Background: an optimization exercise with open tools, aiming at small area and a short achievable clock period. Do not read the settings as production practice. RTL that was checked went through simulation tests only; none was proved equivalent to the original.

the reference run:
## fma
module fma #(
                parameter int FW = 23,
                parameter int EW = 8
            )(
                input logic clk,
                input logic [2 : 0] rm,
                input logic [3:0] op,
                input logic [EW + FW : 0]  opA,
                input logic [EW + FW : 0]  opB,
                input logic [EW + FW : 0]  opC,
                output logic [EW + FW : 0]  result
            );
==> module fma, before the edit <==
module fma #(
                parameter int FW = 23,
                parameter int EW = 8
            )(
                input logic clk,
                input logic [2 : 0] rm,
                input logic [3:0] op,
                input logic [EW + FW : 0]  opA,
                input logic [EW + FW : 0]  opB,
                input logic [EW + FW : 0]  opC,
                output logic [EW + FW : 0]  result
            );
    logic [2:0]  rm1;
    logic [3:0]  op1;
    logic [31:0] a1r, b1r, c1r;
    always_ff @(posedge clk) begin
        rm1 <= rm;
        op1 <= op;
        a1r <= opA;
        b1r <= opB;
        c1r <= opC;
    end
    logic [31:0] x1, x2, x3;
    always_comb begin
        x1 = (op1[1] | op1[0]) ? a1r : 32'h0;
        case (op1[1:0])
            2'b01, 2'b11: x2 = {b1r[31] ^ op1[2], b1r[30:0]};
            2'b10:        x2 = 32'h3f800000;
            default:      x2 = 32'h0;
        endcase
        case (op1[1:0])
            2'b10:   x3 = {b1r[31] ^ op1[3], b1r[30:0]};
            2'b11:   x3 = {c1r[31] ^ op1[3], c1r[30:0]};
            default: x3 = 32'h0;
        endcase
    end
    logic        sM1;
    logic [30:0] a1, b1;
    logic [31:0] c1;
    assign sM1 = x1[31] ^ x2[31];
    assign a1  = x1[30:0];
    assign b1  = x2[30:0];
    assign c1  = x3;
    logic [7:0] e1, e2, e3;
    logic [22:0] f1, f2, f3;
    assign e1 = a1[30:23];
    assign e2 = b1[30:23];
    assign e3 = c1[30:23];
    assign f1 = a1[22:0];
    assign f2 = b1[22:0];
    assign f3 = c1[22:0];
    logic ez1, ez2, ez3, eo1, eo2, eo3, fz1, fz2, fz3;
    assign ez1 = ~|e1;  assign eo1 = &e1;  assign fz1 = ~|f1;
    assign ez2 = ~|e2;  assign eo2 = &e2;  assign fz2 = ~|f2;
    assign ez3 = ~|e3;  assign eo3 = &e3;  assign fz3 = ~|f3;
    logic inf1, inf2, inf3, nan1, nan2, nan3, zero1, zero2, zero3;
    assign inf1 = eo1 & fz1;  assign nan1 = eo1 & ~fz1;  assign zero1 = ez1 & fz1;
    assign inf2 = eo2 & fz2;  assign nan2 = eo2 & ~fz2;  assign zero2 = ez2 & fz2;
    assign inf3 = eo3 & fz3;  assign nan3 = eo3 & ~fz3;  assign zero3 = ez3 & fz3;
    logic nanM, infM, zeroM, s3;
    assign nanM  = nan1 | nan2 | (zero1 & inf2) | (inf1 & zero2);
    assign infM  = (inf1 & ~(zero2 | nan2)) | (inf2 & ~(zero1 | nan1));
    assign zeroM = (zero1 & ~(inf2 | nan2)) | (zero2 & ~(inf1 | nan1));
    assign s3    = c1[31];
    logic [47:0] prod;
    mul24 u_mul (.a({~ez1, f1}), .b({~ez2, f2}), .p(prod));
    logic pm;
    assign pm = prod[47];
    logic [9:0] e12, e12p;
    assign e12  = {2'b0, e1} + {2'b0, e2} + 10'd897;
    assign e12p = e12 + 10'd1;
    logic [10:0] d;                  
    assign d = {1'b0, e12} - {3'b0, e3};
    logic dneg, dz, wrap;
    assign dneg = d[10];
    assign dz   = ~|d;
    assign wrap = &e12;              
    logic [9:0] u, u1;
    assign u  = d[9:0] ^ {10{dneg}};
    assign u1 = u + 10'd1;
    logic comp;
    logic [9:0] shamt, expM;
    assign comp  = pm ? (~dneg & ~wrap) : (~dneg & ~dz);
    assign shamt = (pm & wrap) ? {2'b0, e3} : ((pm ^ dneg) ? u1 : u);
    assign expM  = pm ? e12p : e12;
    logic [47:0] sigM;
    assign sigM = pm ? prod : {prod[46:0], 1'b0};
    logic [47:0] M2;
    logic [23:0] C2;
    logic [5:0]  sh2;
    logic        shz2, comp2, sM2, s32, nan2q, inf2q, zp2;
    logic [7:0]  E2;
    logic        El2;
    logic [2:0]  rm2;
    always_ff @(posedge clk) begin
        M2    <= sigM;
        C2    <= {~ez3, f3};
        sh2   <= shamt[5:0];
        shz2  <= shamt >= 10'd48;
        comp2 <= comp;
        E2    <= comp ? expM[7:0] : e3;
        El2   <= comp ? (expM < 10'd48) : (e3 < 8'd48);
        sM2   <= sM1;
        s32   <= s3;
        nan2q <= nanM | nan3 | (infM & inf3 & (sM1 ^ s3));
        inf2q <= infM | inf3;
        zp2   <= zeroM & zero3;
        rm2   <= rm1;
    end
    logic eff;
    assign eff = sM2 ^ s32;
    logic [47:0] big, sml;
    falign u_align (.M(M2), .C(C2), .comp(comp2), .sh(sh2), .shz(shz2), .big(big), .sml(sml));
    logic [48:0] S;
    logic gt, ge;
    faddsub u_add (.big(big), .sml(sml), .sub(eff), .S(S), .gt(gt), .ge(ge));
    logic a_ge_b, sgn;
    assign a_ge_b = comp2 ? ge : ~gt;
    assign sgn = eff ? (a_ge_b ? sM2 : s32) : sM2;
    logic [48:0] Sx;
    assign Sx = {S[48:1], S[0] & ~S[48]};
    logic [5:0] lz;
    logic [22:0] fr;
    logic lsb, guard, rnd, sticky;
    fnorm u_norm (.Sx(Sx), .E(E2[5:0]), .Elt48(El2), .lz(lz), .fr(fr), .lsb(lsb), .guard(guard), .rnd(rnd), .sticky(sticky));
    logic [31:0] res;
    fpost u_post (.fr(fr), .lsb(lsb), .guard(guard), .rnd(rnd), .sticky(sticky), .rm(rm2), .sgn(sgn),
                  .E(E2), .lz(lz), .nan(nan2q), .inf(inf2q), .zero(zp2 | ~|S), .res(res));
    always_ff @(posedge clk) result <= res;
endmodule
clock: 55.0 ns
lec_check: 0
abc_area: 1
cap_margin: 20
core_margin: 2
core_utilization: 40
cts_cluster_diameter: 120
cts_cluster_size: 28
slew_margin: 20
synth_hierarchical: 1
synth_minimum_keep_size: 0
standard.sh (not shown) runs the stock make flow with config.mk's settings and CLKGATE_MAP_FILE= SYNTH_SCRIPT=/design/flow/synth_recipe.tcl, a recipe that flattens the netlist after the stock synthesis.
==> flow/flow/run.sh <==
#!/bin/bash
# The standard layout (bash standard.sh), with plain buffers on the ports
# instead of the delay buffers buffer_ports picks by default.
set -euo pipefail
export BUFFER_PORTS_ARGS="-buffer_cell sky130_fd_sc_hd__buf_1"
bash standard.sh > standard.log 2>&1
diff inputs: the reference run => the trial run
--- a/flow/design.v
+++ b/flow/design.v
@@ -989,43 +989,39 @@
                 input logic [3:0] op,
                 input logic [EW + FW : 0]  opA,
                 input logic [EW + FW : 0]  opB,
                 input logic [EW + FW : 0]  opC,
                 output logic [EW + FW : 0]  result
             );
+    logic g1d, selBd, sel1d, s3Bd, s3Cd;
+    assign g1d   = op[1] | op[0];            
+    assign selBd = op[0];                    
+    assign sel1d = op[1] & ~op[0];           
+    assign s3Bd  = op[1] & ~op[0];           
+    assign s3Cd  = op[1] & op[0];            
     logic [2:0]  rm1;
-    logic [3:0]  op1;
-    logic [31:0] a1r, b1r, c1r;
+    logic        g1, selB, sel1, s3B, s3C, sM1, s31;
+    logic [30:0] a1r, b1r, c1r;
     always_ff @(posedge clk) begin
-        rm1 <= rm;
-        op1 <= op;
-        a1r <= opA;
-        b1r <= opB;
-        c1r <= opC;
+        rm1  <= rm;
+        g1   <= g1d;
+        selB <= selBd;
+        sel1 <= sel1d;
+        s3B  <= s3Bd;
+        s3C  <= s3Cd;
+        sM1  <= (g1d & opA[31]) ^ (selBd & (opB[31] ^ op[2]));
+        s31  <= (s3Bd & (opB[31] ^ op[3])) | (s3Cd & (opC[31] ^ op[3]));
+        a1r  <= opA[30:0];
+        b1r  <= opB[30:0];
+        c1r  <= opC[30:0];
     end
-    logic [31:0] x1, x2, x3;
-    always_comb begin
-        x1 = (op1[1] | op1[0]) ? a1r : 32'h0;
-        case (op1[1:0])
-            2'b01, 2'b11: x2 = {b1r[31] ^ op1[2], b1r[30:0]};
-            2'b10:        x2 = 32'h3f800000;
-            default:      x2 = 32'h0;
-        endcase
-        case (op1[1:0])
-            2'b10:   x3 = {b1r[31] ^ op1[3], b1r[30:0]};
-            2'b11:   x3 = {c1r[31] ^ op1[3], c1r[30:0]};
-            default: x3 = 32'h0;
-        endcase
-    end
-    logic        sM1;
     logic [30:0] a1, b1;
     logic [31:0] c1;
-    assign sM1 = x1[31] ^ x2[31];
-    assign a1  = x1[30:0];
-    assign b1  = x2[30:0];
-    assign c1  = x3;
+    assign a1 = a1r & {31{g1}};
+    assign b1 = (b1r & {31{selB}}) | ({8'h7f, 23'h0} & {31{sel1}});
+    assign c1 = {s31, (b1r & {31{s3B}}) | (c1r & {31{s3C}})};
     logic [7:0] e1, e2, e3;
     logic [22:0] f1, f2, f3;
     assign e1 = a1[30:23];
     assign e2 = b1[30:23];
     assign e3 = c1[30:23];
     assign f1 = a1[22:0];
Routability congestion estimate from global placement (the trial run over the reference run): decrease, 3.9%. Wire length is lower on the reference run. The highest metal layer with signal wires comes out met5 in one run and met4 in the other, namely in the trial run and the reference run respectively. Synthesized area delta (the reference run -> the trial run): insignificant. As of the trial run, total of plain and repair buffers excluding clock buffers had fallen by a few percent compared to the reference run. There was hardly any difference in utilization after layout between the reference run and the trial run.
For the trial run, only the layout was checked, not whether the RTL still works.

## port drivers added, routing unchanged
No port has a modelled driver above. Below, the same layouts with a new extraction and two added sets of constraints.
Step 1, drivers: a clkbuf_16 drives clk and a buf_2 each remaining input, both assumed.
Step 2 times the ports against the registers' clock, not the clock port: input delays grow and output delays shrink by t, the midpoint of the rising clock arrivals with the driver on.
Three values: ideal ports, drivers, drivers and shift; two values: the first two.
run | shift t [ns] | slack for setup (ns) | latest minus earliest clock arrival (ns)
the reference run | 0.587 | 42.975 / 42.915 / 43.502 | 0.025 / 0.026
the trial run | 0.594 | 42.964 / 42.896 / 43.273 | 0.038 / 0.038
After both steps every run listed still meets setup and hold.
